This design comes from an exercise in tuning for small area and a short achievable clock period on the open sky130 flow, not from production work.
Where RTL was checked, it was by simulation tests only, not by an equivalence proof against the original.
Power figures rest on the tool's default switching activity, not on a simulated workload.

==> flow/design.v (excerpt) <==
module ecliptic_top
  (
   input wire          clk,
   input wire          nrst,
   input wire [31:0]   src1,
   input wire [31:0]   src2,
   input wire          bop_req,
   input wire [1:0]    bop_op,
   output logic [31:0] bop_res,
   output logic        bop_ack,
   input wire          cls_req,
   output logic [9:0]  cls_res,
   output logic        cls_ack,
   input wire          cmp_req,
   input wire [2:0]    cmp_op,
   output logic [31:0] cmp_res,
   output logic        cmp_invalid,
   output logic        cmp_ack,
   input wire          cvtw_req,
   input wire [1:0]    cvtw_rm,
   input wire          cvtw_unsigned,
   output logic [31:0] cvtw_res,
   output logic        cvtw_invalid,
   output logic        cvtw_inexact,
   output logic        cvtw_ack,
   input wire          cvts_req,
   input wire [1:0]    cvts_rm,
   input wire          cvts_unsigned,
   output logic [31:0] cvts_res,
   output logic        cvts_inexact,
   output logic        cvts_ack
   );
Size: about 1900 cells after synthesis, ~140 flip-flops, ~230 I/O pins.
==> flow/config.mk <==
export PLATFORM = sky130hd
export DESIGN_NAME = ecliptic_top
export DESIGN_NICKNAME = ecliptic_top
export VERILOG_FILES = /design/flow/design.v
export SDC_FILE = /design/flow/constraint.sdc
export NUM_CORES = 4
export LEC_CHECK = 0
export ABC_AREA = 1
export CAP_MARGIN = 20
export CORE_MARGIN = 2
export CORE_UTILIZATION = 40
export CTS_BUF_LIST = sky130_fd_sc_hd__clkbuf_8
export GPL_ROUTABILITY_DRIVEN = 0
export GPL_TIMING_DRIVEN = 0
export SETUP_SLACK_MARGIN = 3.6
export SLEW_MARGIN = 20
export SYNTH_HIERARCHICAL = 1
export TNS_END_PERCENT = 20
==> flow/constraint.sdc <==
create_clock -name core_clock -period 7.5 [get_ports {clk}]
set_input_delay 1.5000 -clock core_clock [delete_from_list [all_inputs] [get_ports {clk}]]
set_output_delay 1.5000 -clock core_clock [all_outputs]
set_load 0.01 [all_outputs]
standard.sh (not shown) runs the stock make flow with config.mk's settings and CLKGATE_MAP_FILE= SYNTH_SCRIPT=/design/flow/synth_recipe.tcl, a recipe that flattens the netlist after the stock synthesis.
==> flow/flow/run.sh <==
#!/bin/bash
# Standard ORFS layout, with plain buf_1 cells as the port buffers
# instead of the default clkdlybuf4s50_1 delay cells.
set -euo pipefail
export BUFFER_PORTS_ARGS="-buffer_cell sky130_fd_sc_hd__buf_1"
bash standard.sh > standard.log 2>&1
Then changed:
--- a/flow/design.v
+++ b/flow/design.v
@@ -255,13 +255,13 @@
   ecliptic_increment #(.W(32)) CVTW_INC (.a(cvtw_q), .cin(cvtw_act), .y(cvtw_res));
   logic        f_s, f_zero, f_bzero;
   logic [31:0] f_b;
   logic [31:0] f_zv [0:5];
   logic [4:0]  f_zc [0:5][0:31];
   logic [4:0]  f_lz;
-  logic [31:0] f_t [0:5];
+  logic [63:0] f_t [0:5];
   logic [6:0]  f_smask;
   logic [7:0]  f_cmask;
   logic        f_guard, f_sticky, f_carry;
   logic [7:0]  f_ze [0:5][0:31];
   logic [7:0]  f_e_n;
   always_comb begin
@@ -279,30 +279,30 @@
         f_zv[l+1][i] = f_zv[l][2*i+1] | f_zv[l][2*i];
         f_zc[l+1][i] = f_zv[l][2*i+1] ? f_zc[l][2*i+1] : (f_zc[l][2*i] | 5'(1 << l));
       end
     end
     f_lz = f_zc[5][0];
     f_bzero = ~f_zv[5][0];
-    f_t[0] = src1;
+    f_t[0] = {f_b, {32{f_s}}};
     for (int l = 0; l < 5; l++) f_t[l+1] = f_lz[4-l] ? (f_t[l] << (16 >> l)) : f_t[l];
     f_smask = 7'h7f >> f_lz;
     f_cmask = 8'hff >> f_lz;
     f_sticky = |(src1[6:0] & f_smask);
-    f_guard = ~f_lz[4] & ~f_lz[3] & (f_t[5][7] ^ (f_s & f_sticky));
+    f_guard = ~f_lz[4] & ~f_lz[3] & (f_t[5][39] ^ (f_s & ~f_sticky));
     f_carry = f_s & ~|(src1[7:0] & f_cmask);
     for (int i = 0; i < 32; i++) f_ze[0][i] = 8'(127 + i);
     for (int l = 0; l < 5; l++) begin
       for (int i = 0; i < 32; i++) f_ze[l+1][i] = '0;
       for (int i = 0; i < (16 >> l); i++)
         f_ze[l+1][i] = f_zv[l][2*i+1] ? f_ze[l][2*i+1] : f_ze[l][2*i];
     end
     f_e_n = f_zero ? 8'd0 : (f_bzero ? 8'd126 : f_ze[5][0]);
   end
   logic f_lsb, f_round_up, f_cin;
   always_comb begin
-    f_lsb = f_t[5][8] ^ f_s;
+    f_lsb = f_t[5][40];
     case (cvts_rm)
       2'b00: f_round_up = f_guard & (f_sticky | f_lsb);
       2'b01: f_round_up = 1'b0;
       2'b10: f_round_up = f_s & (f_guard | f_sticky);
       default: f_round_up = ~f_s & (f_guard | f_sticky);
     endcase
@@ -316,13 +316,13 @@
       cvts_mag <= '0;
       cvts_cin <= '0;
       cvts_sg <= '0;
       cvts_inexact <= '0;
     end else begin
       cvts_ack <= 1'b1;
-      cvts_mag <= {f_e_n, f_t[5][30:8] ^ {23{f_s}}};
+      cvts_mag <= {f_e_n, f_t[5][62:40]};
       cvts_cin <= f_cin;
       cvts_sg <= f_s;
       cvts_inexact <= f_guard | f_sticky;
     end
   end
   ecliptic_increment #(.W(31)) CVTS_INC (.a(cvts_mag), .cin(cvts_cin), .y(cvts_res[30:0]));
Total power grows by 1.7%.
Area after synthesis shrinks by 1.7%.
Sequential power grows by about 0.5%.
Die area shrinks by 1.6%.
Combinational power grows by about 3%.
Cell area shrinks by 1.4%.
First-iteration DRC count shrinks by 1.7%.
Global-route usage shrinks by 0.33 points.
Final cell count shrinks by 3.7%.

---

ecliptic_top again, from the RTL that the note above started with.
==> module ecliptic_increment, before the edit <==
module ecliptic_increment
  #(parameter int W = 32)
  (
   input wire [W-1:0]   a,
   input wire           cin,
   output logic [W-1:0] y
   );
  logic [W-1:0] p;
  always_comb begin
    p = a;
    p[0] = a[0] & cin;
    for (int d = 1; d < W; d = d * 2)
      for (int i = 2 * d - 1; i < W; i = i + 2 * d) p[i] = p[i] & p[i-d];
    for (int d = 16; d >= 1; d = d / 2)
      for (int i = 3 * d - 1; i < W; i = i + 2 * d) p[i] = p[i] & p[i-d];
    y[0] = a[0] ^ cin;
    for (int i = 1; i < W; i++) y[i] = a[i] ^ p[i-1];
  end
endmodule
Settings: LEC_CHECK=0, ABC_AREA=1, CAP_MARGIN=20, CORE_MARGIN=2, CORE_UTILIZATION=40, CTS_BUF_LIST=sky130_fd_sc_hd__clkbuf_8, SETUP_SLACK_MARGIN=3.6, SLEW_MARGIN=20, SYNTH_HIERARCHICAL=1; clock period 7.5 ns.
Scripts as last shown in full above: flow/flow/run.sh
==> next run, changes <==
--- a/flow/design.v
+++ b/flow/design.v
@@ -36,8 +36,12 @@
     for (int d = 1; d < W; d = d * 2)
       for (int i = 2 * d - 1; i < W; i = i + 2 * d) p[i] = p[i] & p[i-d];
-    for (int d = 16; d >= 1; d = d / 2)
+    for (int d = 16; d >= 2; d = d / 2)
       for (int i = 3 * d - 1; i < W; i = i + 2 * d) p[i] = p[i] & p[i-d];
     y[0] = a[0] ^ cin;
-    for (int i = 1; i < W; i++) y[i] = a[i] ^ p[i-1];
+    y[1] = cin ? (a[1] ^ a[0]) : a[1];
+    for (int i = 2; i < W; i++) begin
+      if (i % 2 == 0) y[i] = a[i] ^ p[i-1];
+      else y[i] = p[i-2] ? (a[i] ^ a[i-1]) : a[i];
+    end
   end
 endmodule
Result: Die area goes up by 2.8%; wire length goes up by 2.3%; area after synthesis grows by about 3%; first-iteration DRC count goes up by about 8%; fmax goes up by 2.0%; combinational power goes up by about 2%; utilization shrinks by 0.32 points; worst hold slack is worse by 18 ps; setup slack is better by 77 ps; total power is lower by 1.5%; count of clock-buffer cells in the layout went down by 1.
The RTL of the second run of this note was laid out without a check of its function.

---

main:
RTL: one of the versions met above, not the one the previous note started from.
For scale: ~1800 cells after synthesis, roughly 140 flip-flops, about 230 I/O pins, roughly 11000 um^2 of cells after synthesis.
export LEC_CHECK = 0
export ABC_AREA = 1
export CAP_MARGIN = 20
export CORE_MARGIN = 2
export CORE_UTILIZATION = 40
export CTS_BUF_LIST = sky130_fd_sc_hd__clkbuf_8
export GPL_ROUTABILITY_DRIVEN = 0
export GPL_TIMING_DRIVEN = 0
export SETUP_SLACK_MARGIN = 3.7
export SLEW_MARGIN = 20
export SYNTH_HIERARCHICAL = 1
export TNS_END_PERCENT = 20
create_clock -name core_clock -period 7.5 [get_ports {clk}]
Scripts as last shown in full above: flow/flow/run.sh
Changes in the feature branch relative to main:
--- a/flow/design.v
+++ b/flow/design.v
@@ -251,21 +251,21 @@
       cvtw_invalid <= w_invalid_n;
       cvtw_inexact <= w_inexact_n;
     end
   end
   ecliptic_increment #(.W(32)) CVTW_INC (.a(cvtw_q), .cin(cvtw_act), .y(cvtw_res));
   logic        f_s, f_zero, f_bzero;
   logic [31:0] f_b;
   logic [31:0] f_zv [0:5];
   logic [4:0]  f_zc [0:5][0:31];
   logic [4:0]  f_lz;
-  logic [63:0] f_t [0:5];
+  logic [31:0] f_t [0:5];
   logic [6:0]  f_smask;
   logic [7:0]  f_cmask;
   logic        f_guard, f_sticky, f_carry;
   logic [7:0]  f_ze [0:5][0:31];
   logic [7:0]  f_e_n;
   always_comb begin
     f_s = ~cvts_unsigned & src1[31];
     f_zero = ~|src1;
     f_b = src1 ^ {32{f_s}};
     for (int i = 0; i < 32; i++) begin
@@ -275,57 +275,57 @@
     for (int l = 0; l < 5; l++) begin
       f_zv[l+1] = '0;
       for (int i = 0; i < 32; i++) f_zc[l+1][i] = '0;
       for (int i = 0; i < (16 >> l); i++) begin
         f_zv[l+1][i] = f_zv[l][2*i+1] | f_zv[l][2*i];
         f_zc[l+1][i] = f_zv[l][2*i+1] ? f_zc[l][2*i+1] : (f_zc[l][2*i] | 5'(1 << l));
       end
     end
     f_lz = f_zc[5][0];
     f_bzero = ~f_zv[5][0];
-    f_t[0] = {f_b, {32{f_s}}};
+    f_t[0] = src1;
     for (int l = 0; l < 5; l++) f_t[l+1] = f_lz[4-l] ? (f_t[l] << (16 >> l)) : f_t[l];
     f_smask = 7'h7f >> f_lz;
     f_cmask = 8'hff >> f_lz;
     f_sticky = |(src1[6:0] & f_smask);
-    f_guard = ~f_lz[4] & ~f_lz[3] & (f_t[5][39] ^ (f_s & ~f_sticky));
+    f_guard = ~f_lz[4] & ~f_lz[3] & (f_t[5][7] ^ (f_s & f_sticky));
     f_carry = f_s & ~|(src1[7:0] & f_cmask);
     for (int i = 0; i < 32; i++) f_ze[0][i] = 8'(127 + i);
     for (int l = 0; l < 5; l++) begin
       for (int i = 0; i < 32; i++) f_ze[l+1][i] = '0;
       for (int i = 0; i < (16 >> l); i++)
         f_ze[l+1][i] = f_zv[l][2*i+1] ? f_ze[l][2*i+1] : f_ze[l][2*i];
     end
     f_e_n = f_zero ? 8'd0 : (f_bzero ? 8'd126 : f_ze[5][0]);
   end
   logic f_lsb, f_round_up, f_cin;
   always_comb begin
-    f_lsb = f_t[5][40];
+    f_lsb = f_t[5][8] ^ f_s;
     case (cvts_rm)
       2'b00: f_round_up = f_guard & (f_sticky | f_lsb);
       2'b01: f_round_up = 1'b0;
       2'b10: f_round_up = f_s & (f_guard | f_sticky);
       default: f_round_up = ~f_s & (f_guard | f_sticky);
     endcase
     f_cin = f_carry | f_round_up;
   end
   logic [30:0] cvts_mag;
   logic        cvts_cin, cvts_sg;
   always_ff @(posedge clk) begin
     if (~nrst | ~cvts_req) begin
       cvts_ack <= '0;
       cvts_mag <= '0;
       cvts_cin <= '0;
       cvts_sg <= '0;
       cvts_inexact <= '0;
     end else begin
       cvts_ack <= 1'b1;
-      cvts_mag <= {f_e_n, f_t[5][62:40]};
+      cvts_mag <= {f_e_n, f_t[5][30:8] ^ {23{f_s}}};
       cvts_cin <= f_cin;
       cvts_sg <= f_s;
       cvts_inexact <= f_guard | f_sticky;
     end
   end
   ecliptic_increment #(.W(31)) CVTS_INC (.a(cvts_mag), .cin(cvts_cin), .y(cvts_res[30:0]));
   assign cvts_res[31] = cvts_sg;
 endmodule
 `default_nettype wire
[summary]
The feature branch against main; number of fill cells is up slightly.
The feature branch contains more vias than main.
Relative to main, the full die area measured on the feature branch has increased slightly.
Setup slack (higher): the feature branch
In the feature branch, the signal arrival time at the worst endpoint came out 0.09 ns below the value in main.
Of the two values seen for worst setup path endpoint, cvts_cin$_SDFF_PN0_ was produced by the feature branch and cvts_mag[18]$_SDFF_PN0_ by main.
Summary: worst-case hold slack, the feature branch better than main
Diff main..the feature branch | register bit count reported by yosys | unchanged
Final-layout clock-cell area share | the feature branch below main
The feature branch has relative contribution of combinational cells to total power above what main had.
Going from main to the feature branch, routed metal-1 wire length grows by 990 um.

-- port drivers added, routing unchanged --
No port has a modelled driver above. Below, the same layouts with a new extraction and two added sets of constraints.
Step 1 assumes that a clkbuf_16 drives the clock port and a buf_2 every other input.
Step 2 moves the port delays by t, midway between the first and last clock arrival at a register: inputs arrive t later, outputs are due t later. That takes back most of the time a late clock gives input paths.
a / b / c = ideal ports / drivers / drivers and shift; a / b = the first two.
run	shift t [ns]	setup WS [ns]	worst slew at a driven data input, ns
the first run of note 1	0.513	3.727 / 3.678 / 3.220	0.08
the second run of note 1	0.518	3.627 / 3.621 / 3.102	0.07
the first run of note 2	0.503	3.617 / 3.623 / 3.120	0.10
the second run of note 2	0.522	3.694 / 3.708 / 3.185	0.10
main	0.516	3.721 / 3.703 / 3.189	0.06
the feature branch	0.510	3.774 / 3.744 / 3.259	0.08
After both steps setup and hold are still met in every run listed. For main, which loses most, drivers alone change the setup slack by -0.018 ns; drivers and shift together by -0.532 ns.
